What follows belongs to an exercise in optimizing a design on an open flow for a short achievable clock period and few clock cycles; a production flow would make more cautious choices.
At most, simulation tests tie the RTL to the original design; equivalence was not proved.
For run 2, only the layout was checked, not whether the RTL still works.
Power and IR drop assume default switching activity.

--- design/flow/flow/run.sh ---
#!/bin/bash
set -euo pipefail
bash standard.sh SETUP_SLACK_MARGIN=8 TNS_END_PERCENT=20 finish > standard_flow.log 2>&1
--- design/flow/standard.sh ---
#!/bin/bash
# synth_recipe.tcl (not shown) runs the flow's synth.tcl, then flattens the netlist and writes it again
# the make line also repeats each setting of config.mk as NAME=value (left out here)
make -C /OpenROAD-flow-scripts/flow DESIGN_CONFIG=/design/flow/config.mk WORK_HOME=/design/flow/orfs CLKGATE_MAP_FILE= SYNTH_SCRIPT=/design/flow/synth_recipe.tcl "${@:-finish}"
--- design/flow/config.mk ---
export PLATFORM = sky130hd
export DESIGN_NAME = RV32Core
export DESIGN_NICKNAME = RV32Core
export VERILOG_FILES = /design/flow/design.v
export SDC_FILE = /design/flow/constraint.sdc
export NUM_CORES = 4
export LEC_CHECK = 0
export ABC_CLOCK_PERIOD_IN_PS = 3000
export CAP_MARGIN = 20
export CORE_MARGIN = 2
export CORE_UTILIZATION = 30
export PLACE_DENSITY = 0.45
export SLEW_MARGIN = 20
--- design/flow/constraint.sdc ---
create_clock -name core_clock -period 12.0 [get_ports {CPU_CLK}]
set_input_delay 2.4000 -clock core_clock [delete_from_list [all_inputs] [get_ports {CPU_CLK}]]
set_output_delay 2.4000 -clock core_clock [all_outputs]
set_load 0.01 [all_outputs]
--- design/flow/design.v ---
`timescale 1ns / 1ps
`timescale 1ns / 1ps
module RV32Core(
    input wire CPU_CLK,
    input wire CPU_RST,
    output wire [31:0] imem_addr,
    input wire [31:0] imem_rdata,
    output wire [31:0] dmem_addr,
    output wire [3:0] dmem_we,
    output wire [31:0] dmem_wdata,
    input wire [31:0] dmem_rdata
    );
    wire clk = CPU_CLK;
    wire rst = CPU_RST;
    integer k;
    wire stall;              
    wire mis_e, mis_m;       
    wire redir = mis_e | mis_m;
    wire [31:0] redir_pc;
    reg  [31:0] pc_f;
    assign imem_addr = pc_f;
    reg  [31:0] btb_v;
    reg  [7:0]  btb_tag [0:31];
    reg  [11:0] btb_tgt [0:31];
    reg  [1:0]  btb_ctr [0:31];
    wire [4:0]  f_idx = pc_f[6:2];
    wire        f_take = btb_v[f_idx] & (btb_tag[f_idx] == pc_f[14:7]) & btb_ctr[f_idx][1];
    wire [31:0] pc_f4 = pc_f + 32'd4;
    wire [31:0] pred_npc = f_take ? {18'b0, btb_tgt[f_idx], 2'b00} : pc_f4;
    always @(posedge clk)
        if (rst)         pc_f <= 32'b0;
        else if (redir)  pc_f <= redir_pc;
        else if (!stall) pc_f <= pred_npc;
    reg        v_d;
    reg [31:0] pc_d, npcp_d;
    reg        held;         
    reg [31:0] ibuf;
    wire [31:0] instr_d = held ? ibuf : imem_rdata;
    always @(posedge clk) begin
        if (rst | redir)  v_d <= 1'b0;
        else if (!stall)  v_d <= 1'b1;
        if (!stall) begin
            pc_d   <= pc_f;
            npcp_d <= pred_npc;
        end
        held <= ~rst & ~redir & stall;
        if (stall) ibuf <= instr_d;
    end
    wire [6:0] op  = instr_d[6:0];
    wire [2:0] f3  = instr_d[14:12];
    wire       f7b = instr_d[30];
    wire [4:0] rs1 = instr_d[19:15];
    wire [4:0] rs2 = instr_d[24:20];
    wire [4:0] rd  = instr_d[11:7];
    wire d_lui   = (op == 7'b0110111);
    wire d_auipc = (op == 7'b0010111);
    wire d_jal   = (op == 7'b1101111);
    wire d_jalr  = (op == 7'b1100111);
    wire d_br    = (op == 7'b1100011);
    wire d_load  = (op == 7'b0000011);
    wire d_store = (op == 7'b0100011);
    wire d_alui  = (op == 7'b0010011);
    wire d_alur  = (op == 7'b0110011);
    wire d_use1 = d_jalr | d_br | d_load | d_store | d_alui | d_alur;
    wire d_use2 = d_br | d_store | d_alur;
    wire d_wen  = (d_lui | d_auipc | d_jal | d_jalr | d_load | d_alui | d_alur) & (rd != 5'd0);
    wire [31:0] immI = {{20{instr_d[31]}}, instr_d[31:20]};
    wire [31:0] immS = {{20{instr_d[31]}}, instr_d[31:25], instr_d[11:7]};
    wire [31:0] immB = {{20{instr_d[31]}}, instr_d[7], instr_d[30:25], instr_d[11:8], 1'b0};
    wire [31:0] immU = {instr_d[31:12], 12'b0};
    wire [31:0] immJ = {{12{instr_d[31]}}, instr_d[19:12], instr_d[20], instr_d[30:21], 1'b0};
    wire d_isop  = d_alui | d_alur;
    wire d_sub   = (d_alur & (f3 == 3'b000) & f7b) | (d_isop & (f3 == 3'b010 || f3 == 3'b011)) | d_br;
    wire d_s_add = (d_isop & (f3 == 3'b000)) | d_lui | d_auipc | d_load | d_store;
    wire d_s_sll = d_isop & (f3 == 3'b001);
    wire d_s_sr  = d_isop & (f3 == 3'b101);
    wire d_sra   = f7b;
    wire d_s_slt = d_isop & (f3 == 3'b010);
    wire d_s_sltu= d_isop & (f3 == 3'b011);
    wire d_s_xor = d_isop & (f3 == 3'b100);
    wire d_s_or  = d_isop & (f3 == 3'b110);
    wire d_s_and = d_isop & (f3 == 3'b111);
    wire d_link  = d_jal | d_jalr;
    reg [31:0] rf [1:31];
    wire [31:0] rf1 = (rs1 == 5'd0) ? 32'b0 : rf[rs1];
    wire [31:0] rf2 = (rs2 == 5'd0) ? 32'b0 : rf[rs2];
    reg        v_e, wen_e, load_e;
    reg [4:0]  rd_e;
    reg        v_m, wen_m, load_m;
    reg [4:0]  rd_m;
    reg [31:0] res_m;
    reg        v_w, wen_w, load_w;
    reg [4:0]  rd_w;
    reg [31:0] res_w;
    reg        v_x, wen_x;
    reg [4:0]  rd_x;
    reg [31:0] res_x;
    wire [31:0] alu_res_e;    
    wire [31:0] ldat_w;       
    wire e1 = v_e & wen_e & (rd_e == rs1);
    wire m1 = v_m & wen_m & (rd_m == rs1);
    wire w1 = v_w & wen_w & (rd_w == rs1);
    wire x1 = v_x & wen_x & (rd_x == rs1);
    wire e2 = v_e & wen_e & (rd_e == rs2);
    wire m2 = v_m & wen_m & (rd_m == rs2);
    wire w2 = v_w & wen_w & (rd_w == rs2);
    wire x2 = v_x & wen_x & (rd_x == rs2);
    assign stall = v_d & ((d_use1 & ((e1 & load_e) | (~e1 & m1 & load_m))) |
                          (d_use2 & ((e2 & load_e) | (~e2 & m2 & load_m))));
    wire [31:0] r1_early = m1 ? res_m : (w1 & ~load_w) ? res_w : x1 ? res_x : rf1;
    wire [31:0] r2_early = m2 ? res_m : (w2 & ~load_w) ? res_w : x2 ? res_x : rf2;
    wire        r1_ld = ~e1 & ~m1 & w1 & load_w;
    wire        r2_ld = ~e2 & ~m2 & w2 & load_w;
    wire [31:0] r1 = e1 ? alu_res_e : r1_ld ? ldat_w : r1_early;
    wire [31:0] r2 = e2 ? alu_res_e : r2_ld ? ldat_w : r2_early;
    wire        a_pc   = d_auipc | d_jal;
    wire        a_zero = d_lui;
    wire [31:0] a_early = a_pc ? pc_d : a_zero ? 32'b0 : r1_early;
    wire [31:0] opa_n = (a_pc | a_zero) ? a_early :
                        e1 ? alu_res_e : r1_ld ? ldat_w : r1_early;
    wire        b_reg  = d_alur | d_br;
    wire [31:0] immX = d_store ? immS : (d_lui | d_auipc) ? immU : immI;
    wire [31:0] opb_n = b_reg ? r2 : immX;
    reg [31:0] opa_e, opb_e, sd_e, pc_e, npcp_e, link_e, tgt_e;
    reg        sub_e, s_add_e, s_sll_e, s_sr_e, sra_e, s_slt_e, s_sltu_e;
    reg        s_xor_e, s_or_e, s_and_e, link_sel_e;
    reg        br_e, jal_e, jalr_e, store_e;
    reg [2:0]  f3_e;
    always @(posedge clk) begin
        if (rst | redir | stall) v_e <= 1'b0;
        else                     v_e <= v_d;
        opa_e   <= opa_n;
        opb_e   <= opb_n;
        sd_e    <= r2;
        pc_e    <= pc_d;
        npcp_e  <= npcp_d;
        link_e  <= pc_d + 32'd4;
        tgt_e   <= pc_d + (d_jal ? immJ : immB);
        wen_e   <= d_wen;
        load_e  <= d_load;
        rd_e    <= rd;
        sub_e   <= d_sub;
        s_add_e <= d_s_add;
        s_sll_e <= d_s_sll;
        s_sr_e  <= d_s_sr;
        sra_e   <= d_sra;
        s_slt_e <= d_s_slt;
        s_sltu_e<= d_s_sltu;
        s_xor_e <= d_s_xor;
        s_or_e  <= d_s_or;
        s_and_e <= d_s_and;
        link_sel_e <= d_link;
        br_e    <= d_br;
        jal_e   <= d_jal;
        jalr_e  <= d_jalr;
        store_e <= d_store;
        f3_e    <= f3;
    end
    wire [31:0] b_in = opb_e ^ {32{sub_e}};
    wire [32:0] sum33 = {1'b0, opa_e} + {1'b0, b_in} + {32'b0, sub_e};
    wire [31:0] sum = sum33[31:0];
    wire        ltu = ~sum33[32];
    wire        lt  = (opa_e[31] ^ opb_e[31]) ? opa_e[31] : sum[31];
    wire        eq  = (opa_e == opb_e);
    wire [31:0] shl = opa_e << opb_e[4:0];
    wire [31:0] shr = $signed({sra_e & opa_e[31], opa_e}) >>> opb_e[4:0];
    assign alu_res_e = ({32{s_add_e}}  & sum)
                     | ({32{s_sll_e}}  & shl)
                     | ({32{s_sr_e}}   & shr)
                     | ({32{s_slt_e}}  & {31'b0, lt})
                     | ({32{s_sltu_e}} & {31'b0, ltu})
                     | ({32{s_xor_e}}  & (opa_e ^ opb_e))
                     | ({32{s_or_e}}   & (opa_e | opb_e))
                     | ({32{s_and_e}}  & (opa_e & opb_e))
                     | ({32{link_sel_e}} & link_e);
    reg cond;
    always @(*)
        case (f3_e)
            3'b000:  cond = eq;
            3'b001:  cond = ~eq;
            3'b100:  cond = lt;
            3'b101:  cond = ~lt;
            3'b110:  cond = ltu;
            default: cond = ~ltu;
        endcase
    wire taken_e = jal_e | (br_e & cond);
    wire eqT = (tgt_e == npcp_e);
    wire eqN = (link_e == npcp_e);
    assign mis_e = v_e & ~jalr_e & ~mis_m & (taken_e ? ~eqT : ~eqN);
    reg [31:0] addr_m, wdata_m, tgt_m, npcp_m, pc_m;
    reg [3:0]  we_m;
    reg        jalr_m, ctl_m, taken_m, jal_m;
    reg [1:0]  off_m;
    reg [2:0]  f3_m;
    wire [3:0] st_mask = (f3_e[1:0] == 2'b00) ? 4'b0001 :
                         (f3_e[1:0] == 2'b01) ? 4'b0011 : 4'b1111;
    always @(posedge clk) begin
        if (rst) begin
            v_m  <= 1'b0;
            we_m <= 4'b0;
        end else begin
            v_m  <= v_e & ~mis_m;
            we_m <= (v_e & store_e & ~mis_m) ? (st_mask << sum[1:0]) : 4'b0;
        end
        addr_m  <= sum;
        wdata_m <= sd_e << {sum[1:0], 3'b000};
        res_m   <= alu_res_e;
        rd_m    <= rd_e;
        wen_m   <= wen_e;
        load_m  <= load_e;
        off_m   <= sum[1:0];
        f3_m    <= f3_e;
        jalr_m  <= jalr_e;
        jal_m   <= jal_e;
        ctl_m   <= br_e | jal_e | jalr_e;
        taken_m <= taken_e | jalr_e;
        tgt_m   <= jalr_e ? {sum[31:1], 1'b0} : tgt_e;
        npcp_m  <= npcp_e;
        pc_m    <= pc_e;
    end
    assign dmem_addr  = addr_m;
    assign dmem_we    = we_m;
    assign dmem_wdata = wdata_m;
    assign mis_m = v_m & jalr_m & (tgt_m != npcp_m);
    assign redir_pc = mis_m ? tgt_m : (taken_e ? tgt_e : link_e);
    wire [4:0] u_idx = pc_m[6:2];
    wire       u_hit = btb_v[u_idx] & (btb_tag[u_idx] == pc_m[14:7]);
    wire [1:0] u_ctr = btb_ctr[u_idx];
    always @(posedge clk) begin
        if (rst)
            btb_v <= 32'b0;
        else if (v_m & ctl_m & taken_m)
            btb_v[u_idx] <= 1'b1;
        if (v_m & ctl_m) begin
            if (taken_m) begin
                btb_tag[u_idx] <= pc_m[14:7];
                btb_tgt[u_idx] <= tgt_m[13:2];
                btb_ctr[u_idx] <= (u_hit & (u_ctr != 2'b00)) ? ((u_ctr == 2'b11) ? 2'b11 : u_ctr + 2'b01)
                                                               : 2'b10;
            end else if (u_hit) begin
                btb_ctr[u_idx] <= (u_ctr == 2'b00) ? 2'b00 : u_ctr - 2'b01;
            end
        end
    end
    reg [1:0] off_w;
    reg [2:0] f3_w;
    always @(posedge clk) begin
        if (rst) v_w <= 1'b0;
        else     v_w <= v_m;
        res_w  <= res_m;
        rd_w   <= rd_m;
        wen_w  <= wen_m;
        load_w <= load_m;
        off_w  <= off_m;
        f3_w   <= f3_m;
    end
    wire [15:0] ld_half = off_w[1] ? dmem_rdata[31:16] : dmem_rdata[15:0];
    wire [7:0]  ld_byte = off_w[0] ? ld_half[15:8] : ld_half[7:0];
    wire        ld_sgn  = ~f3_w[2];
    assign ldat_w = (f3_w[1:0] == 2'b10) ? dmem_rdata :
                    (f3_w[1:0] == 2'b01) ? {{16{ld_sgn & ld_half[15]}}, ld_half} :
                                           {{24{ld_sgn & ld_byte[7]}}, ld_byte};
    always @(posedge clk) begin
        if (rst) v_x <= 1'b0;
        else     v_x <= v_w;
        res_x <= load_w ? ldat_w : res_w;
        rd_x  <= rd_w;
        wen_x <= wen_w;
    end
    always @(posedge clk)
        if (rst) begin
            for (k = 1; k < 32; k = k + 1) rf[k] <= 32'b0;
        end else if (v_x & wen_x)
            rf[rd_x] <= res_x;
endmodule
==> reports/metrics.cfg, run 1 <==
[run_status]
status=timing/DRC/antenna clean

[yosys]
netlist_area_mm2=0.1214
ys_seq_area_share_pct=54.60
syn_avg_cell_area_um2=10.99
ys_ff_latch=2400
yosysMostFrequentCell=nand2_1
netlist_top_cells_count=nand2_1 (2151), edfxtp_1 (1824), and2_1 (1022)
synth_mux_area_share_pct=10.20
synth-xor-area-share_pct=2.142
synth_adder_area_share_pct=1.414
yosys.area.top_type=edfxtp_1
synth_cell_types=83
async_flop_share_pct=0
synth_top_family_by_area=simple AND/OR/NAND/NOR gates
yosysWarningCount=1
synth-edff-count=1824
synth_compound_area_share_pct=9.339
syn_nets=11260
synth.top_cells.by_area=edfxtp_1 (45%), dfxtp_1 (9.5%), mux4_2 (7.1%)
ys.flop_type=edfxtp_1
synthCells=11050
synth.top_cell.area_share_pct=45.11
synthSimpleGateAreaFrac_pct=18.79

[run]
maxCapViolations=0

[clocking]
tritoncts=done
cts_buffers=285
postCtsHoldBufs=0
clk_transition_reported_paths_ps=60
clock_path_buffers=4
cts.sinks=2400
h-tree-depth=5
clk-insertion-delay-late_ps=950
cts_root_buf=clkbuf_16

[power_and_ir_drop]
power.density_mw_per_mm2=148.7
irDropWorstVdd_v=0.0001132
leakage_nw=56.83

[global_routing]
grt_first_pass_wirelength_um=819200
grt_max_degree=60
track_usage_pct=28.58
grt_overflow=0
grt_pass1_vias=97630
antenna_found_initial=52

[placed_design]
dp_hpwl_um=323000
numPortBuffers=165
gp_congestion=0.9460

[routing]
wl_per_cell_um=35.36
ant_nets=0
drt_pre_antenna_iters=7
first_iter_violations=15370
num_vias=102800
via_per_inst=5.952
wl_um=610900
drc_errors=0

[layout]
drive_above_1_share_pct=24.40
fin_util_pct=38.84
fillCellCount=38280
area_growth_pct=28.87
nets=11820

[critical_path]
start_kind=primary input
crit_start=imem_rdata[9]
endpoint_kind=register
worstPathRequired_ps=12840
cp_max_fo=4
r2r-start=held
critPathKind=in2reg
worstPathArrival_ps=6210

[floorplanning]
pin_count=166
initial_core_util_pct=30.14
dieHeight_um=640.2
die-area_mm2=0.4099
fp.dieW_um=640.2
core_area_mm2=0.4029
placementRows=233

[timing]
worstMarginPinSlew_ps=1317
grt_setup_unrepaired=true
slew_headroom_pct=12.18
skew_ps=95.58
finalCritPeriodShare_pct=44.78
fin_crit_ps=5374
hold_viol_final=0
setup_viol=0
slew_violations=0
finalSetupTns_ps=0
max_freq_mhz=186.1

[min_path]
hold_start=pc_e[11]
hold_class=reg2reg

metal layers:
| metal | global-route usage, % | part of all wire, % | up-vias |
|---|---|---|---|
| li1 | - | - | 41730 |
| met1 | 37.78 | 39 | 52200 |
| met2 | 42.74 | 43 | 7107 |
| met3 | 6.408 | 11 | 1772 |
| met4 | 16.97 | 7.1 | 12 |
| met5 | 0 | 0.011 | - |
where the power goes:
part	switching (mW)	internal [mW]	total (mW)	leakage (nW)
clock	3.75	4.98	8.73	4.45
combinational	2.98	1.91	4.88	29.6
sequential	0.366	9.28	9.65	22.7
placed cells by master (no fill, tap or decap), types with 261 or more instances in the layout:
cell type     n
clkbuf_16   309
buf_4       495
dfxtp_1     517
a21oi_1     277
mux2i_1     261
edfxtp_1   1824
nor2_1      322
mux4_2      385
and2_1     1016
nand2_1    2089
nand3_1     680
final timing paths:
| kind | to | slack [ps] | cells after the start |
|---|---|---|---|
| setup / recovery | tgt_e[29] | 6630 | 15 |
| hold / removal | pc_m[11] | 330 | 0 |
| setup reg to reg | tgt_e[29] | 7150 | 17 |
| hold reg to reg | pc_m[11] | 330 | 0 |
cell families after synthesis:
family                   Yosys count
multiplexers                     742
AND/OR/NAND/NOR                 4812
XOR/XNOR                         297
buffers and inverters           1060
AO/OA/AOI/OAI                   1606
adder cells (fa/ha/maj)          136
flip-flops                      2400
worst max-delay path, stage by stage:
cell and delay, ps:
clkdlybuf4s50_1 610, mux2i_2 450, mux2i_4 130, fa_2 410
a211oi_4 290, o21ai_2 100, a311o_1 360, o211ai_1 290
nand3_1 140, o211ai_1 200, o21a_1 260, o21bai_2 100
a21o_1 170, a21oi_2 140, xnor2_1 130
final cells by class:
type | count | area [um2] | share of cell area [%]
flip-flops and latches | 2400 | 66420 | 42.45
multi-input cells | 7602 | 57000 | 36.42
repair buffers | 1148 | 15960 | 10.20
clock buffers | 366 | 7715 | 4.930
well taps | 5405 | 6763 | 4.322
clock inverters | 145 | 1404 | 0.8971
inverters | 155 | 758.2 | 0.4845
repair inverters | 26 | 394.1 | 0.2519
diodes | 29 | 72.57 | 0.04637
registers in the layout, summed over array words and instances, names as in the netlist, 64 cells and up, named ones only:
register  count
btb_tgt     384
btb_tag     256
rf         1024
btb_ctr      64
per-stage QoR:
stage               worst slack, ps  instances  cell area [um2]  power [mW]  hold slack (ps)
finish                         6626      17280           156500       23.27            328.2
global route                   6548      17260           156400       23.80            337.1
CTS                            6678      17100           153200       23.08            327.5
detailed placement             3987      16030           129900       13.60            312.1
global placement               3989      16030           129900       13.58            314.2
floorplan                      6220      11050           123000       11.86            309.6
what timing repair did:
item                                    in CTS  in global routing
hold endpoints to repair                     0                  0
gates cloned                               182                 19
gates resized for setup                   1352                348
pin swaps                                  450                310
endpoints found under the setup margin    1400               1390
setup buffers                              371                130
Testbench counts, summed over its fixed seeds: cycles 18,034.
==> run 2: changes to the inputs <==
--- a/design/flow/design.v
+++ b/design/flow/design.v
@@ -33,16 +33,27 @@
         else if (!stall) pc_f <= pred_npc;
-    reg        v_d;
-    reg [31:0] pc_d, npcp_d;
+    reg        v_i;
+    reg [31:0] pc_i, npcp_i;
     reg        held;         
     reg [31:0] ibuf;
-    wire [31:0] instr_d = held ? ibuf : imem_rdata;
+    wire [31:0] instr_i = held ? ibuf : imem_rdata;
+    always @(posedge clk) begin
+        if (rst | redir)  v_i <= 1'b0;
+        else if (!stall)  v_i <= 1'b1;
+        if (!stall) begin
+            pc_i   <= pc_f;
+            npcp_i <= pred_npc;
+        end
+        held <= ~rst & ~redir & stall;
+        if (stall) ibuf <= instr_i;
+    end
+    reg        v_d;
+    reg [31:0] instr_d, pc_d, npcp_d;
     always @(posedge clk) begin
         if (rst | redir)  v_d <= 1'b0;
-        else if (!stall)  v_d <= 1'b1;
+        else if (!stall)  v_d <= v_i;
         if (!stall) begin
-            pc_d   <= pc_f;
-            npcp_d <= pred_npc;
-        end
-        held <= ~rst & ~redir & stall;
-        if (stall) ibuf <= instr_d;
+            instr_d <= instr_i;
+            pc_d    <= pc_i;
+            npcp_d  <= npcp_i;
+        end
     end
==> design/flow/run.sh (new file) <==
#!/bin/bash
# synth_recipe.tcl (not shown) runs the flow's synth.tcl, then flattens the netlist and writes it again
# the make line also repeats each setting of config.mk as NAME=value (left out here)
make -C /OpenROAD-flow-scripts/flow DESIGN_CONFIG=/design/flow/config.mk WORK_HOME=/design/flow/orfs CLKGATE_MAP_FILE= SYNTH_SCRIPT=/design/flow/synth_recipe.tcl finish
removed: design/flow/flow/run.sh
removed: design/flow/standard.sh
==> reports/metrics.cfg, run 2 <==
[layout]
final_common_cell=edfxtp_1
largest_register_ff_count=1024  ; unchanged
final_cell_mix=edfxtp_1 (1920), and2_1 (1024), mux4_2 (985)
fillCellCount=38740  ; +1.2%
drive_above_1_share_pct=23.48  ; -0.92 points
top_regs=rf (1024), btb_tgt (384), btb_tag (256)
area_growth_pct=14.63
largest-register=rf
nets=8618  ; -27%

[run]
maxCapViolations=0  ; unchanged

[power_and_ir_drop]
irDropWorstVdd_v=0.0001120  ; -1.0%
power_mw=22.16  ; -4.8%
power.density_mw_per_mm2=158.7  ; +6.8%
leakage_nw=48.66  ; -14%

[critical_path]
worstPathRequired_ps=12810  ; -30 ps
r2r_end=pc_f[29]
worstPathArrival_ps=6510  ; +300 ps
start_kind=register
cp_max_fo=38  ; +34
critPathKind=reg2reg
r2r-start=opb_e[0]
worst_r2r_path_depth=16  ; -1
r2r_setup_slack_ps=6300  ; -850 ps
endpoint_kind=register

[timing]
hold_viol_final=0  ; unchanged
max_freq_mhz=175.6  ; -5.6%
slew_violations=0  ; unchanged
finalSetupTns_ps=0  ; unchanged
fin_crit_ps=5696  ; +321.5 ps
setup_viol=0  ; unchanged
skew_ps=88.56  ; -7.028 ps
finalCritPeriodShare_pct=47.46  ; +2.7 points
worstMarginPinSlew_ps=1144  ; -173.7 ps
slew_headroom_pct=23.21  ; +11 points
grt_setup_unrepaired=false

[global_routing]
track_usage_pct=22.14  ; -6.4 points
antenna_found_initial=42  ; -19%
grt_first_pass_wirelength_um=641200  ; -22%
grt_max_degree=101  ; +68%
grt_pass1_vias=77860  ; -20%
grt_overflow=0  ; unchanged

[routing]
first_iter_violations=8804  ; -43%
via_per_inst=5.532  ; -7.1%
drc_errors=0  ; unchanged
wl_um=464600  ; -24%
num_vias=77970  ; -24%
ant_nets=0  ; unchanged
drt_pre_antenna_iters=8  ; +1
wl_per_cell_um=32.96  ; -6.8%

[yosys]
syn_nets=8589  ; -24%
synthSimpleGateAreaFrac_pct=9.832  ; -9.0 points
netlist_area_mm2=0.1218  ; +0.29%
synth_compound_area_share_pct=6.126  ; -3.2 points
ys_ff_latch=2507  ; +4.5%
synth_top_family_by_area=multiplexers
ys_seq_area_share_pct=57.00  ; +2.4 points
yosys.area.top_type=edfxtp_1
synth.top_cell.area_share_pct=47.35  ; +2.2 points
synth.top_cells.by_area=edfxtp_1 (47%), mux4_2 (18%), dfxtp_1 (9.7%)
synth-edff-count=1920  ; +5.3%
synth_adder_area_share_pct=1.410  ; -0.0040 points
yosysWarningCount=1  ; unchanged
syn_avg_cell_area_um2=14.52  ; +32%
synth_mux_area_share_pct=20.73  ; +11 points
yosysMostFrequentCell=edfxtp_1
synth_cell_types=83  ; unchanged
synth-xor-area-share_pct=2.122  ; -0.020 points
async_flop_share_pct=0  ; unchanged
ys.flop_type=edfxtp_1
synthCells=8387  ; -24%
netlist_top_cells_count=edfxtp_1 (1920), and2_1 (1025), mux4_2 (985)

[clocking]
post_cts_resized=0  ; -100%
clk-insertion-delay-late_ps=940  ; about the same
cts_root_buf=clkbuf_16
h-tree-depth=5  ; unchanged
postCtsHoldBufs=0  ; unchanged
tritoncts=done
clk_transition_reported_paths_ps=80  ; +20 ps
cts.sinks=2507  ; +4.5%
cts_setup_buffers=0  ; -100%
clock_path_buffers=4  ; unchanged
cts_buffers=296  ; +3.9%

[floorplanning]
initial_core_util_pct=30.18  ; +0.042 points
core_area_mm2=0.4035  ; +0.14%
die-area_mm2=0.4110  ; +0.28%
pin_count=166  ; unchanged
dieHeight_um=641.1  ; +0.14%
fp.dieW_um=641.1  ; +0.14%
placementRows=233  ; unchanged

[min_path]
hold_class=reg2reg
hold_start=f3_m[1]
holdPathStages=0  ; unchanged
worstHoldEndpoint=f3_w[1]

[run_status]
status=timing/DRC/antenna clean

[placed_design]
dp_hpwl_um=302700  ; -6.3%
numPortBuffers=165  ; unchanged
gp_congestion=0.9149  ; -3.3%

[run 2: changes by cell type after synthesis, moves of 71 or more]
cell / previous run / this run
a21oi_1: 322 / 251
a311oi_1: 338 / 4
and3_1: 225 / 24
buf_2: 157 / 80
clkbuf_1: 622 / 508
edfxtp_1: 1824 / 1920
mux2_2: 69 / 159
mux2i_1: 279 / 126
mux4_2: 385 / 985
nand2_1: 2151 / 353
nand3_1: 716 / 62
[run 2: metrics by stage]
stage	hold WS, ps	util [%]	instances	instance area, um2	setup WS (ps)
6_report	325.0	34.59	14100	139600	6304
5_1_grt	329.9	34.59	14080	139600	6076
4_1_cts	324.8	34.56	14050	139400	6007
3_5_place_dp	312.1	32.22	13520	130000	5930
3_3_place_gp	314.8	32.21	13520	130000	5959
2_1_floorplan	309.6	-	8387	121800	4295
[run 2: area by class of cell]
type / instances / area, um2 / area share [%]
antenna: 39 / 97.59 / 0.06992
clock buffer: 385 / 8082 / 5.790
clock inverter: 148 / 1351 / 0.9681
inverter: 163 / 611.8 / 0.4383
multi-input combinational: 5035 / 49590 / 35.53
sequential: 2507 / 69490 / 49.79
tap: 5405 / 6763 / 4.845
timing repair buffer: 413 / 3597 / 2.577
[run 2: worst max path at each step]
| stage | startpoint | end | cells past startpoint |
|---|---|---|---|
| final | opb_e[0] | pc_f[29] | 16 |
| after global routing | opb_e[0] | pc_f[28] | 16 |
| after CTS | opb_e[0] | pc_f[8] | 15 |
| after detailed placement | CPU_RST | rf[17][10] | 5 |
| after global placement | opb_e[0] | pc_f[8] | 15 |
| after floorplan | instr_d[19] | register | 12 |
[run 2: per-layer routing]
metal / up-vias / wire, um / global-route usage (%)
li1: 32400 / - / -
met1: 41430 / 195400 / 30.09
met2: 3444 / 216500 / 35.41
met3: 689 / 33180 / 3.783
met4: 2 / 19410 / 8.300
met5: - / 18 / 0
[run 2: logic make-up after synthesis]
family / Yosys count
compound gates: 1094
xor+xnor: 295
fa+ha+maj: 136
buf+inv: 845
flops: 2507
mux: 1271
simple gates: 2239
[run 2: worst max-delay path: stages, from the launching register on]
cell,delay (ps)
dfxtp_4,760
mux2i_1,370
inv_1,140
fa_2,410
a21o_1,210
a311oi_1,290
o21bai_1,170
o21a_1,280
o211ai_2,220
a21boi_1,110
o41a_1,460
o22ai_4,250
buf_4,580
mux2i_4,330
buf_4,450
a221oi_1,180
a211oi_2,240
[run 2: power by group]
group	internal, mW	total, mW	leakage [nW]	switching, mW
Combinational	1.27	3.13	19.9	1.86
Clock	5.17	8.93	4.63	3.77
Sequential	9.66	10.1	24.1	0.429
Total	16.1	22.2	48.7	6.06
==> run 3: changes to the inputs <==
--- a/design/flow/design.v
+++ b/design/flow/design.v
@@ -2,2 +2,62 @@
 `timescale 1ns / 1ps
+module KSAdd32(
+    input  wire [31:0] a,
+    input  wire [31:0] b,
+    input  wire        cin,
+    output wire [31:0] s,
+    output wire        cout
+    );
+    wire [31:0] p0 = a ^ b;
+    wire [31:0] g0 = {a[31:1] & b[31:1], (a[0] & b[0]) | ((a[0] ^ b[0]) & cin)};
+    wire [31:0] g1, p1, g2, p2, g3, p3, g4, p4, g5;
+    genvar i;
+    generate
+        for (i = 0; i < 32; i = i + 1) begin : lv1
+            if (i == 0) begin : b0
+                assign g1[i] = g0[i];
+                assign p1[i] = 1'b0;
+            end else begin : bn
+                assign g1[i] = g0[i] | (p0[i] & g0[i-1]);
+                assign p1[i] = p0[i] & p0[i-1];
+            end
+        end
+        for (i = 0; i < 32; i = i + 1) begin : lv2
+            if (i < 2) begin : b0
+                assign g2[i] = g1[i];
+                assign p2[i] = 1'b0;
+            end else begin : bn
+                assign g2[i] = g1[i] | (p1[i] & g1[i-2]);
+                assign p2[i] = p1[i] & p1[i-2];
+            end
+        end
+        for (i = 0; i < 32; i = i + 1) begin : lv3
+            if (i < 4) begin : b0
+                assign g3[i] = g2[i];
+                assign p3[i] = 1'b0;
+            end else begin : bn
+                assign g3[i] = g2[i] | (p2[i] & g2[i-4]);
+                assign p3[i] = p2[i] & p2[i-4];
+            end
+        end
+        for (i = 0; i < 32; i = i + 1) begin : lv4
+            if (i < 8) begin : b0
+                assign g4[i] = g3[i];
+                assign p4[i] = 1'b0;
+            end else begin : bn
+                assign g4[i] = g3[i] | (p3[i] & g3[i-8]);
+                assign p4[i] = p3[i] & p3[i-8];
+            end
+        end
+        for (i = 0; i < 32; i = i + 1) begin : lv5
+            if (i < 16) begin : b0
+                assign g5[i] = g4[i];
+            end else begin : bn
+                assign g5[i] = g4[i] | (p4[i] & g4[i-16]);
+            end
+        end
+    endgenerate
+    assign s    = p0 ^ {g5[30:0], cin};
+    assign cout = g5[31];
+endmodule
+`timescale 1ns / 1ps
 module RV32Core(
@@ -33,27 +93,16 @@
         else if (!stall) pc_f <= pred_npc;
-    reg        v_i;
-    reg [31:0] pc_i, npcp_i;
+    reg        v_d;
+    reg [31:0] pc_d, npcp_d;
     reg        held;         
     reg [31:0] ibuf;
-    wire [31:0] instr_i = held ? ibuf : imem_rdata;
-    always @(posedge clk) begin
-        if (rst | redir)  v_i <= 1'b0;
-        else if (!stall)  v_i <= 1'b1;
-        if (!stall) begin
-            pc_i   <= pc_f;
-            npcp_i <= pred_npc;
-        end
-        held <= ~rst & ~redir & stall;
-        if (stall) ibuf <= instr_i;
-    end
-    reg        v_d;
-    reg [31:0] instr_d, pc_d, npcp_d;
+    wire [31:0] instr_d = held ? ibuf : imem_rdata;
     always @(posedge clk) begin
         if (rst | redir)  v_d <= 1'b0;
-        else if (!stall)  v_d <= v_i;
+        else if (!stall)  v_d <= 1'b1;
         if (!stall) begin
-            instr_d <= instr_i;
-            pc_d    <= pc_i;
-            npcp_d  <= npcp_i;
+            pc_d   <= pc_f;
+            npcp_d <= pred_npc;
         end
+        held <= ~rst & ~redir & stall;
+        if (stall) ibuf <= instr_d;
     end
@@ -134,2 +183,5 @@
     wire [31:0] opb_n = b_reg ? r2 : immX;
+    wire [31:0] tgt_d;
+    wire        tgt_co;
+    KSAdd32 u_tgt_add(.a(pc_d), .b(d_jal ? immJ : immB), .cin(1'b0), .s(tgt_d), .cout(tgt_co));
     reg [31:0] opa_e, opb_e, sd_e, pc_e, npcp_e, link_e, tgt_e;
@@ -148,3 +200,3 @@
         link_e  <= pc_d + 32'd4;
-        tgt_e   <= pc_d + (d_jal ? immJ : immB);
+        tgt_e   <= tgt_d;
         wen_e   <= d_wen;
@@ -170,5 +222,6 @@
     wire [31:0] b_in = opb_e ^ {32{sub_e}};
-    wire [32:0] sum33 = {1'b0, opa_e} + {1'b0, b_in} + {32'b0, sub_e};
-    wire [31:0] sum = sum33[31:0];
-    wire        ltu = ~sum33[32];
+    wire [31:0] sum;
+    wire        cout;
+    KSAdd32 u_alu_add(.a(opa_e), .b(b_in), .cin(sub_e), .s(sum), .cout(cout));
+    wire        ltu = ~cout;
     wire        lt  = (opa_e[31] ^ opb_e[31]) ? opa_e[31] : sum[31];
==> design/flow/flow/run.sh (new file) <==
#!/bin/bash
set -euo pipefail
bash standard.sh SETUP_SLACK_MARGIN=8 TNS_END_PERCENT=20 finish > standard_flow.log 2>&1
==> design/flow/standard.sh (new file) <==
#!/bin/bash
# synth_recipe.tcl (not shown) runs the flow's synth.tcl, then flattens the netlist and writes it again
# the make line also repeats each setting of config.mk as NAME=value (left out here)
make -C /OpenROAD-flow-scripts/flow DESIGN_CONFIG=/design/flow/config.mk WORK_HOME=/design/flow/orfs CLKGATE_MAP_FILE= SYNTH_SCRIPT=/design/flow/synth_recipe.tcl "${@:-finish}"
removed: design/flow/run.sh
==> reports/metrics.cfg, run 3 <==
[layout]
seq_area_mm2=0.06647  ; -4.3%
largest-register=rf
area_growth_pct=32.98
drive_above_1_share_pct=25.93  ; +2.5 points
fillCellCount=37820  ; -2.4%
nets=12470  ; +45%
final_common_cell=nand2_1
top_regs=rf (1024), btb_tgt (384), btb_tag (256)
multi_input_area_mm2=0.05823  ; +17%
final_cell_mix=nand2_1 (2360), edfxtp_1 (1824), nand3_1 (1047)
largest_register_ff_count=1024  ; unchanged

[floorplanning]
initial_core_util_pct=30.10  ; -0.080 points
die-area_mm2=0.4091  ; -0.48%
placementRows=233  ; unchanged
pin_count=166  ; unchanged
dieHeight_um=639.6  ; -0.24%
core_area_mm2=0.4026  ; -0.22%
fp.dieW_um=639.6  ; -0.24%

[critical_path]
cp_cell_sequence=buf_6 > nor2b_4 > a32oi_4 > nor2_4 > and2_4 > buf_12 > buf_12 > mux2i_4 > fa_2 > a21o_1 > a21oi_2 > nand2b_4 > a21boi_4 > o31ai_4 > a21bo_2 > a311o_1 > and3_4 > o41ai_4 > a221o_1 > a21oi_2 > xnor2_1
critPathKind=in2reg
cpLargestDelayFamily=compound AO/OA/AOI/OAI gates
critPathMaxStageDelay_ps=390  ; -370 ps
worstPathRequired_ps=12860  ; +50 ps
start_kind=primary input
path_buf_inv=3  ; unchanged
endpoint_kind=register
cpMaxStageDelayCell=fa_2
worst_r2r_path_depth=22  ; +6
worstPathArrival_ps=6170  ; -340 ps
cp_max_fo=5  ; -87%
cp_num_cells=21  ; +5

[yosys]
async_flop_share_pct=0  ; unchanged
ys.flop_type=edfxtp_1
yosysMostFrequentCell=nand2_1
yosys.area.top_type=edfxtp_1
ys_seq_area_share_pct=54.71  ; -2.3 points
syn_avg_cell_area_um2=10.51  ; -28%
synth.top_cell.area_share_pct=45.20  ; -2.2 points
synth.top_cells.by_area=edfxtp_1 (45%), dfxtp_1 (9.5%), nand2_1 (7.6%)
synth-edff-count=1824  ; -5.0%
synthCells=11530  ; +38%
synth_cell_types=82  ; -1.2%
ys_ff_latch=2400  ; -4.3%
netlist_area_mm2=0.1212  ; -0.48%
syn_nets=11740  ; +37%
yosysWarningCount=1  ; unchanged
netlist_top_cells_count=nand2_1 (2453), edfxtp_1 (1824), nand3_1 (1169)

[timing]
slew_headroom_pct=12.12  ; -11 points
worstMarginPinSlew_ps=1302  ; +158.0 ps
finalCritPeriodShare_pct=44.32  ; -3.1 points
fin_crit_ps=5319  ; -377.0 ps
slew_violations=0  ; unchanged
skew_ps=84.74  ; -3.814 ps
hold_viol_final=0  ; unchanged
max_freq_mhz=188.0  ; +7.1%
grt_setup_unrepaired=true
setup_viol=0  ; unchanged
finalSetupTns_ps=0  ; unchanged

[clocking]
h-tree-depth=5  ; unchanged
clk_transition_reported_paths_ps=60  ; -20 ps
tritoncts=done
postCtsHoldBufs=0  ; unchanged
cts_buffers=289  ; -2.4%
cts.sinks=2400  ; -4.3%
clk-insertion-delay-late_ps=940  ; about the same
cts_root_buf=clkbuf_16
clock_path_buffers=4  ; unchanged

[placed_design]
numPortBuffers=165  ; unchanged
gp_congestion=0.9477  ; +3.6%
dp_hpwl_um=330100  ; +9.1%

[routing]
via_per_inst=5.948  ; +7.5%
wl_per_cell_um=35.25  ; +6.9%
ant_nets=0  ; unchanged
num_vias=106600  ; +37%
drt_pre_antenna_iters=9  ; +1
wl_um=631800  ; +36%
first_iter_violations=16830  ; +91%
drc_errors=0  ; unchanged

[power_and_ir_drop]
power_mw=23.94  ; +8.0%
irDropWorstVdd_v=0.0001153  ; +2.9%
power.density_mw_per_mm2=148.6  ; -6.4%
leakage_nw=59.12  ; +22%

[global_routing]
grt_first_pass_wirelength_um=845300  ; +32%
grt_pass1_vias=100000  ; +28%
grt_max_degree=72  ; -29%
grt_overflow=0  ; unchanged
track_usage_pct=29.59  ; +7.4 points
antenna_found_initial=54  ; +29%

[run_status]
status=timing/DRC/antenna clean

[run]
maxCapViolations=0  ; unchanged

[min_path]
hold_class=reg2reg
holdPathStages=0  ; unchanged

[run 3: what timing repair did]
| item | CTS | global route |
|---|---|---|
| gates cloned | 199 | 25 |
| buffers inserted | 458 | 224 |
| gates resized for setup | 1540 | 669 |
| pin swaps | 483 | 521 |
| setup endpoints to repair | 2232 | 1793 |
[run 3: layout make-up]
class | count | area share (%)
sequential | 2400 | 41.25
multi-input combinational | 8054 | 36.14
timing repair buffer | 1379 | 11.95
clock buffer | 402 | 5.148
tap | 5405 | 4.196
clock inverter | 123 | 0.7756
inverter | 130 | 0.3905
timing repair inverter | 13 | 0.1281
antenna | 17 | 0.02640
[run 3: kinds of logic after synthesis]
logic type      share of synthesized area, %
mux                                    8.208
fa+ha+maj                              1.417
xor+xnor                               2.146
buf+inv                                3.456
flops                                  54.71
compound gates                         8.941
simple gates                           21.12
[run 3: layer usage]
layer | routed length [um] | track usage (%) | share of wire (%) | vias up
met5 | 80 | 0 | 0.013 | -
met4 | 47810 | 18.36 | 7.6 | 12
met3 | 69480 | 6.906 | 11 | 1845
li1 | - | - | - | 43360
met2 | 267300 | 43.75 | 42 | 7607
met1 | 247100 | 39.03 | 39 | 53780
[run 3: path summary, 6_finish.rpt]
path | from | end | slack, ps
worst min register to register | f3_m[1] | f3_w[1] | 330
worst max register to register | held | tgt_e[31] | 6870
worst min-delay path | f3_m[1] | f3_w[1] | 330
worst max-delay path | imem_rdata[0] | tgt_e[31] | 6680
[run 3: per-stage QoR]
step / instances / hold slack, ps / util, % / worst slack, ps / cell area (um2)
2_1_floorplan: 11530 / 309.6 / - / 6125 / 121600
3_3_place_gp: 16470 / 311.9 / 32.26 / 3904 / 129900
3_5_place_dp: 16480 / 312.1 / 32.28 / 4111 / 130000
4_1_cts: 17660 / 325.8 / 38.66 / 6696 / 155700
5_1_grt: 17910 / 333.7 / 40.02 / 6564 / 161100
6_report: 17920 / 326.4 / 40.03 / 6681 / 161200
[run 3: where the power goes]
part | total (mW) | internal (mW) | leakage [nW] | switching [mW]
sequential | 9.68 | 9.29 | 23.0 | 0.396
clock | 9.06 | 5.28 | 4.68 | 3.79
combinational | 5.20 | 2.07 | 31.5 | 3.12
[run 3: worst register-to-register path, stage by stage, from the launching register on]
cell and delay, ps:
dfxtp_2 530, buf_4 640, mux2i_4 490, clkinv_4 130
nand3_4 100, nor2_4 40, and2_4 160, buf_12 130
buf_12 120, mux2i_4 190, fa_2 390, a21o_1 180
a21oi_2 130, nand2b_4 160, a21boi_4 70, o31ai_4 290
a21bo_2 200, a311o_1 210, and3_4 220, o41ai_4 70
a221o_1 340, a21oi_2 130, xnor2_1 120
Testbench counts of run 3, summed over its fixed seeds: cycles 18,034.
==> run 4: changes to the inputs <==
--- a/design/flow/design.v
+++ b/design/flow/design.v
@@ -131,2 +131,3 @@
     wire [31:0] immJ = {{12{instr_d[31]}}, instr_d[19:12], instr_d[20], instr_d[30:21], 1'b0};
+    wire [31:0] immT = d_jal ? immJ : immB;
     wire d_isop  = d_alui | d_alur;
@@ -143,5 +144,8 @@
     wire d_link  = d_jal | d_jalr;
+    wire [31:0] pdiff_d;
+    wire        pdiff_co;
+    KSAdd32 u_pdiff(.a(npcp_d), .b(~pc_d), .cin(1'b1), .s(pdiff_d), .cout(pdiff_co));
+    wire eqT_d = (pdiff_d == immT);
+    wire eqN_d = (pdiff_d == 32'd4);
     reg [31:0] rf [1:31];
-    wire [31:0] rf1 = (rs1 == 5'd0) ? 32'b0 : rf[rs1];
-    wire [31:0] rf2 = (rs2 == 5'd0) ? 32'b0 : rf[rs2];
     reg        v_e, wen_e, load_e;
@@ -167,22 +171,66 @@
     wire x2 = v_x & wen_x & (rd_x == rs2);
-    assign stall = v_d & ((d_use1 & ((e1 & load_e) | (~e1 & m1 & load_m))) |
-                          (d_use2 & ((e2 & load_e) | (~e2 & m2 & load_m))));
-    wire [31:0] r1_early = m1 ? res_m : (w1 & ~load_w) ? res_w : x1 ? res_x : rf1;
-    wire [31:0] r2_early = m2 ? res_m : (w2 & ~load_w) ? res_w : x2 ? res_x : rf2;
-    wire        r1_ld = ~e1 & ~m1 & w1 & load_w;
-    wire        r2_ld = ~e2 & ~m2 & w2 & load_w;
-    wire [31:0] r1 = e1 ? alu_res_e : r1_ld ? ldat_w : r1_early;
-    wire [31:0] r2 = e2 ? alu_res_e : r2_ld ? ldat_w : r2_early;
-    wire        a_pc   = d_auipc | d_jal;
-    wire        a_zero = d_lui;
-    wire [31:0] a_early = a_pc ? pc_d : a_zero ? 32'b0 : r1_early;
-    wire [31:0] opa_n = (a_pc | a_zero) ? a_early :
-                        e1 ? alu_res_e : r1_ld ? ldat_w : r1_early;
-    wire        b_reg  = d_alur | d_br;
+    wire pe1 = d_use1 & e1 & load_e;
+    wire pm1 = d_use1 & ~e1 & m1 & load_m;
+    wire pe2 = d_use2 & e2 & load_e;
+    wire pm2 = d_use2 & ~e2 & m2 & load_m;
+    reg  pe1_e, pm1_e, pe2_e, pm2_e, breg_e;
+    assign stall = v_e & (pe1_e | pm1_e | pe2_e | pm2_e);
+    wire rz1 = (rs1 == 5'd0);
+    wire rz2 = (rs2 == 5'd0);
+    wire f1_e  = e1;
+    wire f1_m  = ~e1 & m1;
+    wire f1_w  = ~e1 & ~m1 & w1 & ~load_w;
+    wire f1_l  = ~e1 & ~m1 & w1 & load_w;
+    wire f1_x  = ~e1 & ~m1 & ~w1 & x1;
+    wire f1_rf = ~e1 & ~m1 & ~w1 & ~x1 & ~rz1;
+    wire f2_e  = e2;
+    wire f2_m  = ~e2 & m2;
+    wire f2_w  = ~e2 & ~m2 & w2 & ~load_w;
+    wire f2_l  = ~e2 & ~m2 & w2 & load_w;
+    wire f2_x  = ~e2 & ~m2 & ~w2 & x2;
+    wire f2_rf = ~e2 & ~m2 & ~w2 & ~x2 & ~rz2;
+    wire [31:0] rf1_raw = rf[rs1];
+    wire [31:0] rf2_raw = rf[rs2];
+    reg  [31:0] opa_e, opb_e, sd_e;
+    wire ka  = stall & ~pm1_e;             
+    wire la  = stall & pm1_e;              
+    wire kb  = stall & ~(pm2_e & breg_e);  
+    wire lb  = stall & pm2_e & breg_e;     
+    wire ks  = stall & ~pm2_e;             
+    wire ls  = stall & pm2_e;              
+    wire go  = ~stall;
+    wire        a_pc  = go & (d_auipc | d_jal);
+    wire        a_reg = go & ~d_auipc & ~d_jal & ~d_lui;
+    wire [31:0] opa_n = ({32{a_pc}}          & pc_d)
+                      | ({32{a_reg & f1_e}}  & alu_res_e)
+                      | ({32{a_reg & f1_m}}  & res_m)
+                      | ({32{a_reg & f1_w}}  & res_w)
+                      | ({32{a_reg & f1_l}}  & ldat_w)
+                      | ({32{a_reg & f1_x}}  & res_x)
+                      | ({32{a_reg & f1_rf}} & rf1_raw)
+                      | ({32{ka}}            & opa_e)
+                      | ({32{la}}            & ldat_w);
+    wire        b_reg = d_alur | d_br;
+    wire        b_imm = go & ~b_reg;
+    wire        b_rs  = go & b_reg;
     wire [31:0] immX = d_store ? immS : (d_lui | d_auipc) ? immU : immI;
-    wire [31:0] opb_n = b_reg ? r2 : immX;
-    wire [31:0] tgt_d;
-    wire        tgt_co;
-    KSAdd32 u_tgt_add(.a(pc_d), .b(d_jal ? immJ : immB), .cin(1'b0), .s(tgt_d), .cout(tgt_co));
-    reg [31:0] opa_e, opb_e, sd_e, pc_e, npcp_e, link_e, tgt_e;
+    wire [31:0] opb_n = ({32{b_imm}}        & immX)
+                      | ({32{b_rs & f2_e}}  & alu_res_e)
+                      | ({32{b_rs & f2_m}}  & res_m)
+                      | ({32{b_rs & f2_w}}  & res_w)
+                      | ({32{b_rs & f2_l}}  & ldat_w)
+                      | ({32{b_rs & f2_x}}  & res_x)
+                      | ({32{b_rs & f2_rf}} & rf2_raw)
+                      | ({32{kb}}           & opb_e)
+                      | ({32{lb}}           & ldat_w);
+    wire [31:0] sd_n  = ({32{go & f2_e}}  & alu_res_e)
+                      | ({32{go & f2_m}}  & res_m)
+                      | ({32{go & f2_w}}  & res_w)
+                      | ({32{go & f2_l}}  & ldat_w)
+                      | ({32{go & f2_x}}  & res_x)
+                      | ({32{go & f2_rf}} & rf2_raw)
+                      | ({32{ks}}         & sd_e)
+                      | ({32{ls}}         & ldat_w);
+    reg [31:0] pc_e, link_e, immT_e;
+    reg        eqT_e, eqN_e;
     reg        sub_e, s_add_e, s_sll_e, s_sr_e, sra_e, s_slt_e, s_sltu_e;
@@ -192,30 +240,44 @@
     always @(posedge clk) begin
-        if (rst | redir | stall) v_e <= 1'b0;
-        else                     v_e <= v_d;
-        opa_e   <= opa_n;
-        opb_e   <= opb_n;
-        sd_e    <= r2;
-        pc_e    <= pc_d;
-        npcp_e  <= npcp_d;
-        link_e  <= pc_d + 32'd4;
-        tgt_e   <= tgt_d;
-        wen_e   <= d_wen;
-        load_e  <= d_load;
-        rd_e    <= rd;
-        sub_e   <= d_sub;
-        s_add_e <= d_s_add;
-        s_sll_e <= d_s_sll;
-        s_sr_e  <= d_s_sr;
-        sra_e   <= d_sra;
-        s_slt_e <= d_s_slt;
-        s_sltu_e<= d_s_sltu;
-        s_xor_e <= d_s_xor;
-        s_or_e  <= d_s_or;
-        s_and_e <= d_s_and;
-        link_sel_e <= d_link;
-        br_e    <= d_br;
-        jal_e   <= d_jal;
-        jalr_e  <= d_jalr;
-        store_e <= d_store;
-        f3_e    <= f3;
+        opa_e <= opa_n;
+        opb_e <= opb_n;
+        sd_e  <= sd_n;
+        if (rst | mis_m)
+            v_e <= 1'b0;
+        else if (stall) begin
+            pe1_e <= 1'b0;
+            pm1_e <= pe1_e;
+            pe2_e <= 1'b0;
+            pm2_e <= pe2_e;
+        end else begin
+            v_e     <= v_d & ~mis_e;
+            pe1_e   <= pe1;
+            pm1_e   <= pm1;
+            pe2_e   <= pe2;
+            pm2_e   <= pm2;
+            breg_e  <= b_reg;
+            pc_e    <= pc_d;
+            link_e  <= pc_d + 32'd4;
+            immT_e  <= immT;
+            eqT_e   <= eqT_d;
+            eqN_e   <= eqN_d;
+            wen_e   <= d_wen;
+            load_e  <= d_load;
+            rd_e    <= rd;
+            sub_e   <= d_sub;
+            s_add_e <= d_s_add;
+            s_sll_e <= d_s_sll;
+            s_sr_e  <= d_s_sr;
+            sra_e   <= d_sra;
+            s_slt_e <= d_s_slt;
+            s_sltu_e<= d_s_sltu;
+            s_xor_e <= d_s_xor;
+            s_or_e  <= d_s_or;
+            s_and_e <= d_s_and;
+            link_sel_e <= d_link;
+            br_e    <= d_br;
+            jal_e   <= d_jal;
+            jalr_e  <= d_jalr;
+            store_e <= d_store;
+            f3_e    <= f3;
+        end
     end
@@ -239,2 +301,5 @@
                      | ({32{link_sel_e}} & link_e);
+    wire [31:0] tgt_e;
+    wire        tgt_co;
+    KSAdd32 u_tgt_add(.a(pc_e), .b(immT_e), .cin(1'b0), .s(tgt_e), .cout(tgt_co));
     reg cond;
@@ -250,12 +315,14 @@
     wire taken_e = jal_e | (br_e & cond);
-    wire eqT = (tgt_e == npcp_e);
-    wire eqN = (link_e == npcp_e);
-    assign mis_e = v_e & ~jalr_e & ~mis_m & (taken_e ? ~eqT : ~eqN);
+    assign mis_e = v_e & ~stall & ~jalr_e & ~mis_m & (taken_e ? ~eqT_e : ~eqN_e);
     reg [31:0] addr_m, wdata_m, tgt_m, npcp_m, pc_m;
     reg [3:0]  we_m;
-    reg        jalr_m, ctl_m, taken_m, jal_m;
+    reg        jalr_m, ctl_m, taken_m;
     reg [1:0]  off_m;
     reg [2:0]  f3_m;
+    reg [31:0] npcp_e;
+    always @(posedge clk)
+        if (!stall) npcp_e <= npcp_d;
     wire [3:0] st_mask = (f3_e[1:0] == 2'b00) ? 4'b0001 :
                          (f3_e[1:0] == 2'b01) ? 4'b0011 : 4'b1111;
+    wire e_go = v_e & ~stall & ~mis_m;
     always @(posedge clk) begin
@@ -265,4 +332,4 @@
         end else begin
-            v_m  <= v_e & ~mis_m;
-            we_m <= (v_e & store_e & ~mis_m) ? (st_mask << sum[1:0]) : 4'b0;
+            v_m  <= e_go;
+            we_m <= (e_go & store_e) ? (st_mask << sum[1:0]) : 4'b0;
         end
@@ -277,3 +344,2 @@
         jalr_m  <= jalr_e;
-        jal_m   <= jal_e;
         ctl_m   <= br_e | jal_e | jalr_e;
==> reports/metrics.cfg, run 4 <==
[run_status]
status=timing/DRC/antenna clean

[floorplanning]
dieHeight_um=644.3  ; +0.74%
pin_count=166  ; unchanged
die-area_mm2=0.4151  ; +1.5%
core_area_mm2=0.4090  ; +1.6%
initial_core_util_pct=30.07  ; about the same
fp.dieW_um=644.3  ; +0.74%
placementRows=235  ; +0.86%

[timing]
slew_headroom_pct=18.37  ; +6.2 points
setup_viol=0  ; unchanged
fin_crit_ps=4649  ; -669.3 ps
finalSetupTns_ps=0  ; unchanged
grt_setup_unrepaired=true
hold_viol_final=0  ; unchanged
worstMarginPinSlew_ps=1223  ; -78.51 ps
skew_ps=92.69  ; +7.952 ps
finalCritPeriodShare_pct=38.74  ; -5.6 points
slew_violations=0  ; unchanged
fin_hold_ws_ps=307.8  ; -18.58 ps
max_freq_mhz=215.1  ; +14%

[layout]
largest-register=rf
largest_register_ff_count=1024  ; unchanged
area_growth_pct=26.13
final_common_cell=edfxtp_1
nets=11280  ; -9.5%
final_cell_mix=edfxtp_1 (1969), nand2_1 (1592), and2_1 (1025)
top_regs=rf (1024), btb_tgt (384), btb_tag (256)
drive_above_1_share_pct=25.55  ; -0.39 points

[power_and_ir_drop]
power_mw=27.59  ; +15%
p_sw_share_pct=35.76  ; +5.2 points
leakage_nw=55.57  ; -6.0%
clockPowerShare_pct=31.0  ; -6.8 points
irDropWorstVdd_v=0.0001207  ; +4.6%
power.density_mw_per_mm2=177.8  ; +20%
sequentialPowerShare_pct=38.6  ; -1.8 points
p_int_mw=17.72  ; +6.5%
p_comb_share_pct=30.4  ; +8.7 points
p_sw_mw=9.867  ; +35%

[routing]
ant_nets=0  ; unchanged
drc_errors=0  ; unchanged
first_iter_violations=14790  ; -12%
wl_per_cell_um=36.42  ; +3.3%
num_vias=99720  ; -6.5%
drt_pre_antenna_iters=8  ; -1
wl_um=610300  ; -3.4%
via_per_inst=5.951  ; about the same

[critical_path]
worstPathRequired_ps=12770  ; -90 ps
cp_cell_sequence=clkdlybuf4s50_1 > mux2i_1 > a21oi_1 > xnor2_1 > or4_4 > nor4_4 > o2111a_1
path_buf_inv=1  ; -2
worstPathArrival_ps=5420  ; -750 ps
critPathKind=in2reg
cp_max_fo=4  ; -1
cpMaxStageDelayCell=clkdlybuf4s50_1
start_kind=primary input
cpLargestDelayFamily=buffers and inverters
critPathMaxStageDelay_ps=910  ; +520 ps
endpoint_kind=register

[yosys]
synth.top_cell.area_share_pct=48.07  ; +2.9 points
yosysWarningCount=1  ; unchanged
async_flop_share_pct=0  ; unchanged
yosys.area.top_type=edfxtp_1
syn_avg_cell_area_um2=11.74  ; +12%
yosysMostFrequentCell=edfxtp_1
netlist_top_cells_count=edfxtp_1 (1969), nand2_1 (1659), and2_1 (1030)
synthCells=10470  ; -9.2%
syn_nets=10710  ; -8.8%
netlist_area_mm2=0.1230  ; +1.5%
ys_ff_latch=2412  ; +0.50%
ys.flop_type=edfxtp_1
synth-edff-count=1969  ; +7.9%
synth.top_cells.by_area=edfxtp_1 (48%), mux4_2 (11%), dfxtp_1 (7.2%)
synth_cell_types=83  ; +1.2%
ys_seq_area_share_pct=55.28  ; +0.57 points

[placed_design]
dp_hpwl_um=356200  ; +7.9%
numPortBuffers=165  ; unchanged
gp_congestion=0.9523  ; +0.49%

[clocking]
clock_path_buffers=4  ; unchanged
cts_root_buf=clkbuf_16
clk-insertion-delay-late_ps=950  ; about the same
cts_buffers=284  ; -1.7%
h-tree-depth=5  ; unchanged
clk_transition_reported_paths_ps=70  ; about the same
tritoncts=done
cts.sinks=2412  ; +0.50%

[global_routing]
grt_max_degree=71  ; -1.4%
grt_first_pass_wirelength_um=821900  ; -2.8%
antenna_found_initial=56  ; +3.7%
track_usage_pct=28.44  ; -1.1 points
grt_pass1_vias=95500  ; -4.5%
grt_overflow=0  ; unchanged

[run]
maxCapViolations=0  ; unchanged

[min_path]
hold_class=reg2reg

[run 4: changes by cell type after synthesis, sizes merged, moves of 53 or more]
cell / change
a31oi: +53
inv: +61
mux4: +277
a22oi: +56
dfxtp: -133
clkbuf: -103
nand3: -482
mux2: -57
nand2: -793
edfxtp: +145
a311oi: -157
[run 4: power groups by stage]
stage | sequential, mW | combinational [mW] | clock (mW)
3_3_place_gp | 10.8 | 6.68 | 0
6_report | 10.6 | 8.39 | 8.55
4_1_cts | 10.6 | 7.91 | 8.63
5_1_grt | 10.7 | 8.63 | 8.92
2_1_floorplan | 10.6 | 3.51 | 0
3_5_place_dp | 10.8 | 6.72 | 0
[run 4: worst register-to-register path, delay by kind of cell, from the launching register on]
family | cells | cell delay [ps]
xor+xnor | 1 | 190
fa+ha+maj | 1 | 250
simple gates | 7 | 1850
flops | 1 | 380
compound gates | 3 | 460
buf+inv | 6 | 910
mux | 1 | 410
[run 4: per-stage QoR]
stage / util [%] / setup slack, ps / area [um2] / instances
detailed placement: 32.32 / 4243 / 132200 / 15630
finish: 37.93 / 7351 / 155100 / 16760
floorplan: - / 4100 / 123100 / 10470
global placement: 32.29 / 4224 / 132100 / 15620
global route: 37.91 / 7269 / 155100 / 16730
CTS: 37.34 / 7497 / 152700 / 16600
[run 4: timing repair]
| item | in CTS | in global routing |
|---|---|---|
| cloned | 114 | 5 |
| buffers inserted | 349 | 119 |
| setup endpoints to repair | 976 | 854 |
| resized for setup | 1275 | 309 |
| hold buffers | 0 | 0 |
| pin swaps | 274 | 154 |
[run 4: layer usage]
| layer | up-vias | share of wire (%) | global-route usage, % |
|---|---|---|---|
| met5 | - | 0.016 | 0 |
| met4 | 16 | 7.3 | 17.68 |
| met3 | 1581 | 11 | 6.569 |
| met2 | 6704 | 44 | 43.85 |
| met1 | 51140 | 38 | 36.13 |
| li1 | 40280 | - | - |
[run 4: logic make-up after synthesis]
logic type | after synthesis | synth area share (%)
AND/OR/NAND/NOR | 4251 | 16.64
flip-flops | 2412 | 55.28
AO/OA/AOI/OAI | 1562 | 8.761
buffers and inverters | 1032 | 3.223
multiplexers | 767 | 12.36
XOR/XNOR | 281 | 2.001
adder cells (fa/ha/maj) | 168 | 1.727
[run 4: final timing paths]
path                                    start       end  slack, ps  depth (start not counted)
worst min-delay path                  f3_m[2]   f3_w[2]        310                          0
worst min register to register        f3_m[2]   f3_w[2]        310                          0
worst max register to register          sub_e  pc_f[27]       7440                         19
worst max-delay path            imem_rdata[7]     eqT_e       7350                          7
[run 4: cell type report]
type / instances / area, um2
fillers: 38890 / 253900
multi-input cells: 7037 / 56670
repair inverters: 12 / 146.4
flip-flops and latches: 2412 / 68130
well taps: 5451 / 6820
clock buffers: 390 / 7969
repair buffers: 1110 / 13530
inverters: 191 / 879.6
clock inverters: 122 / 898.4
diodes: 33 / 82.58
Testbench counts of run 4, summed over its fixed seeds: cycles 18,034.

[afterwards: timing with drivers on the ports]
In the flow no input, the clock included, has a driving cell. The finished layouts below were timed again as built, in two steps.
Step 1 assumes that a clkbuf_16 drives the clock port and a buf_2 every other input.
Step 2 times the ports against the registers' clock, not the clock port: input delays grow and output delays shrink by t, the midpoint of the rising clock arrivals with the driver on.
Three values: no drivers, after step 1, after step 2; two values: the first two.
| run | t (ns) | slack for setup (ns) | hold WS [ns] | worst register clock-pin slew, ns |
|---|---|---|---|---|
| run 1 | 1.004 | 6.626 / 6.687 / 5.684 | 0.328 / 0.328 / 0.328 | 0.07 / 0.07 |
| run 2 | 0.988 | 6.304 / 6.304 / 5.979 | 0.325 / 0.325 / 0.325 | 0.08 / 0.08 |
| run 3 | 1.005 | 6.681 / 6.751 / 5.746 | 0.326 / 0.326 / 0.326 | 0.07 / 0.07 |
| run 4 | 1.015 | 7.351 / 7.437 / 6.425 | 0.308 / 0.308 / 0.308 | 0.08 / 0.08 |
After both steps setup and hold are still met in every run listed. For run 1, which loses most, drivers alone change the setup slack by +0.061 ns; drivers and shift together by -0.942 ns.
